This is an optimization exercise on Yosys and OpenROAD, whose aim is small area and a short achievable clock period, not a production implementation. RTL that was checked went through simulation tests only; none was proved equivalent to the original.

## Multiplier
module Multiplier(
  input         clock,
                reset,
                io_in_valid,
  input  [31:0] io_a,
                io_b,
  input  [1:0]  io_op,
  output [31:0] io_res,
  output        io_res_valid
);
  reg valid_1;
  reg valid_2;
  always @(posedge clock) begin
    if (reset) begin
      valid_1 <= 1'h0;
      valid_2 <= 1'h0;
    end
    else begin
      valid_1 <= io_in_valid;
      valid_2 <= valid_1;
    end
  end
  MulCore mulcore_inst (
    .clock  (clock),
    .io_a   (io_a),
    .io_b   (io_b),
    .io_op  (io_op),
    .io_res (io_res)
  );
  assign io_res_valid = valid_2;
endmodule
Settings: LEC_CHECK=0, ABC_AREA=1, CAP_MARGIN=20, CORE_MARGIN=2, CORE_UTILIZATION=40, SETUP_SLACK_MARGIN=2.0, SLEW_MARGIN=20; clock period 5.6 ns.
standard.sh (not shown) runs the stock make flow with config.mk's settings and CLKGATE_MAP_FILE= SYNTH_SCRIPT=/design/flow/synth_recipe.tcl, a recipe that flattens the netlist after the stock synthesis.
==> flow/flow/run.sh <==
#!/bin/bash
# Own layout flow: the standard flow (standard.sh), with one extra step
# between synthesis and floorplan: flow/polfix.py removes the needless
# inverters that Yosys's full-adder extraction leaves around full-adder cells
# (a full adder is self-dual, so each may be built in either polarity).
# Registers, ports and all other cells are kept as synthesis made them.
# Each tool's output goes to a log file of its own in the work folder.
set -euo pipefail
cd "$(dirname "$0")/.."
R=orfs/results/${FLOW_PLATFORM:-sky130hd}/Multiplier/base
# Port buffers: buf_4 instead of the delay cell buffer_ports picks by default
# (every port still gets its own buffer).
PORTBUF="BUFFER_PORTS_ARGS=-buffer_cell sky130_fd_sc_hd__buf_4"
bash standard.sh "$PORTBUF" synth > flow_synth.log 2>&1
cp "$R/1_2_yosys.v" 1_2_yosys.std.v
python3 flow/polfix.py 1_2_yosys.std.v 1_2_yosys.pol.v > flow_polfix.log 2>&1
cp 1_2_yosys.pol.v "$R/1_2_yosys.v"
rm -f "$R/1_synth.odb" "$R/1_synth.sdc"
bash standard.sh "$PORTBUF" finish > flow_finish.log 2>&1
Other scripts of this flow, unchanged in this note and not shown: flow/flow/polfix.py
Next try:
--- a/flow/design.v
+++ b/flow/design.v
@@ -2943,25 +2943,31 @@
   assign hs0[28] = H_p[28] ^ H_G1812;
   assign hs1[28] = H_p[28] ^ (H_G1812 | H_P1813);
   assign hs0[29] = H_p[29] ^ H_G1814;
   assign hs1[29] = H_p[29] ^ (H_G1814 | H_P1815);
   assign hs0[30] = H_p[30] ^ H_G1816;
   assign hs1[30] = H_p[30] ^ (H_G1816 | H_P1817);
   assign hs0[31] = H_p[31] ^ H_G1818;
   assign hs1[31] = H_p[31] ^ (H_G1818 | H_P1819);
-  reg [31:0] r0;
-  reg [31:0] r1;
-  reg rc;
+  reg [31:0] rlo;
+  reg [31:0] rh0;
+  reg [31:0] rh1;
+  reg rs1;
+  reg rs0;
+  reg rsl;
   always @(posedge clock) begin
-    r0 <= hi1 ? hs0 : L;
-    r1 <= hi1 ? hs1 : L;
-    rc <= hi1 & L_co;
+    rlo <= L;
+    rh0 <= hs0;
+    rh1 <= hs1;
+    rs1 <= hi1 & L_co;
+    rs0 <= hi1 & ~L_co;
+    rsl <= ~hi1;
   end
-  assign io_res = rc ? r1 : r0;
+  assign io_res = ({32{rs1}} & rh1) | ({32{rs0}} & rh0) | ({32{rsl}} & rlo);
 endmodule
 module Multiplier(
   input         clock,
                 reset,
                 io_in_valid,
   input  [31:0] io_a,
                 io_b,
   input  [1:0]  io_op,
Effect:
- worst setup slack gets better by 0.015 ns
- routed wire length goes down by 1.3%
- global-route usage goes down by 0.66 points
- critical path depth stays the same
- hold slack gets worse by 0.0078 ns
- count of clock-buffer cells in the layout goes up by 8
- area after synthesis goes up by 0.83%
Only the layout flow was run in the second run of this note; the RTL was not checked for function there.

--- another note on this design; it stands on its own ---

Setup of try-nickel:
Design Multiplier, start of the top module:
module Multiplier(
  input         clock,
                reset,
                io_in_valid,
  input  [31:0] io_a,
                io_b,
  input  [1:0]  io_op,
  output [31:0] io_res,
  output        io_res_valid
);
For scale: about 3300 cells after synthesis, ~100 I/O pins, roughly 32000 um2 of cells after synthesis.
==> flow/config.mk <==
export PLATFORM = sky130hd
export DESIGN_NAME = Multiplier
export DESIGN_NICKNAME = Multiplier
export VERILOG_FILES = /design/flow/design.v
export SDC_FILE = /design/flow/constraint.sdc
export NUM_CORES = 4
export LEC_CHECK = 0
export ABC_AREA = 1
export CAP_MARGIN = 5
export CORE_MARGIN = 2
export CORE_UTILIZATION = 40
export SETUP_SLACK_MARGIN = 2.0
export SLEW_MARGIN = 5
==> flow/constraint.sdc <==
create_clock -name core_clock -period 5.6 [get_ports {clock}]
set_input_delay 1.1200 -clock core_clock [delete_from_list [all_inputs] [get_ports {clock}]]
set_output_delay 1.1200 -clock core_clock [all_outputs]
set_load 0.01 [all_outputs]
standard.sh (not shown) runs the stock make flow with config.mk's settings and CLKGATE_MAP_FILE= SYNTH_SCRIPT=/design/flow/synth_recipe.tcl, a recipe that flattens the netlist after the stock synthesis.
==> flow/flow/run.sh <==
#!/bin/bash
# Own layout flow: the standard flow (standard.sh), with one extra step
# between synthesis and floorplan: flow/polfix.py removes the needless
# inverters that Yosys's full-adder extraction leaves around full-adder cells
# (a full adder is self-dual, so each may be built in either polarity).
# Registers, ports and all other cells are kept as synthesis made them.
# Each tool's output goes to a log file of its own in the work folder.
set -euo pipefail
cd "$(dirname "$0")/.."
R=orfs/results/${FLOW_PLATFORM:-sky130hd}/Multiplier/base
# Port buffers: buf_4 instead of the delay cell buffer_ports picks by default
# (every port still gets its own buffer).
PORTBUF="BUFFER_PORTS_ARGS=-buffer_cell sky130_fd_sc_hd__buf_4"
bash standard.sh "$PORTBUF" synth > flow_synth.log 2>&1
cp "$R/1_2_yosys.v" 1_2_yosys.std.v
python3 flow/polfix.py 1_2_yosys.std.v 1_2_yosys.pol.v > flow_polfix.log 2>&1
cp 1_2_yosys.pol.v "$R/1_2_yosys.v"
rm -f "$R/1_synth.odb" "$R/1_synth.sdc"
bash standard.sh "$PORTBUF" finish > flow_finish.log 2>&1
Other scripts of this flow, unchanged in this note and not shown: flow/flow/polfix.py
Input changes introduced in try-ember (baseline for comparison: try-nickel):
Settings: CAP_MARGIN now 20, was 5; SETUP_SLACK_MARGIN now 1.9, was 2.0; SLEW_MARGIN now 20, was 5.
## What came out
In terms of relative area of clock buffers and inverters in the final design, try-ember and try-nickel differ only marginally.
try-ember vs try-nickel on final cycle utilization of the critical path: try-ember is the higher one.
Number of gates given a new drive strength after cts delta for try-ember relative to try-nickel: 6 lower
The setup slack reported for try-ember is smaller than that of try-nickel by 69 ps.
Input-level comparison between try-garnet and try-ember:
Settings: SETUP_SLACK_MARGIN now 2.0, was 1.9.
Results
Design area: higher on try-garnet. Changes observed in try-garnet relative to try-ember: maximum fanout encountered on the critical timing path down 3, area added between synthesis and finish up 0.85 points. try-garnet — arrival time of the worst setup path 170 ps lower, try-ember as reference. In terms of flip-flop and latch count, try-garnet and try-ember differ only marginally. On initial antenna violation count, the higher figure sits with try-ember, not try-garnet. Looking at try-garnet and try-ember, the post-detailed-route via-to-cell ratio is a wash. Number of non-filler instances in the completed layout was lower in try-ember than in try-garnet. Die area: try-garnet vs try-ember identical.

[afterwards: timing with drivers on the ports]
No port has a modelled driver above. Below, the same layouts with a new extraction and two added sets of constraints. Step 1 assumes that a clkbuf_16 drives the clock port and a buf_2 every other input. Step 2 moves the port delays by t, midway between the first and last clock arrival at a register: inputs arrive t later, outputs are due t later. That takes back most of the time a late clock gives input paths. a / b / c = ideal / step 1 / step 2; a / b = the first two.
run	t (ns)	setup WS [ns]	worst setup path at the end	worst slew at a driven data input, ns	pins driven straight from the clock port
the first run of note 1	0.635	2.035 / 2.074 / 1.439	input to register	0.05	1
the second run of note 1	0.661	2.051 / 2.087 / 1.425	input to register	0.07	1
try-nickel	0.653	1.928 / 1.928 / 1.346	input to register	0.09	1
try-ember	0.637	1.859 / 1.859 / 1.279	input to register	0.11	1
try-garnet	0.637	2.028 / 2.028 / 1.413	input to register	0.09	1
After both steps setup and hold are still met in every run listed. For the second run of note 1, which loses most, drivers alone change the setup slack by +0.036 ns; drivers and shift together by -0.626 ns.
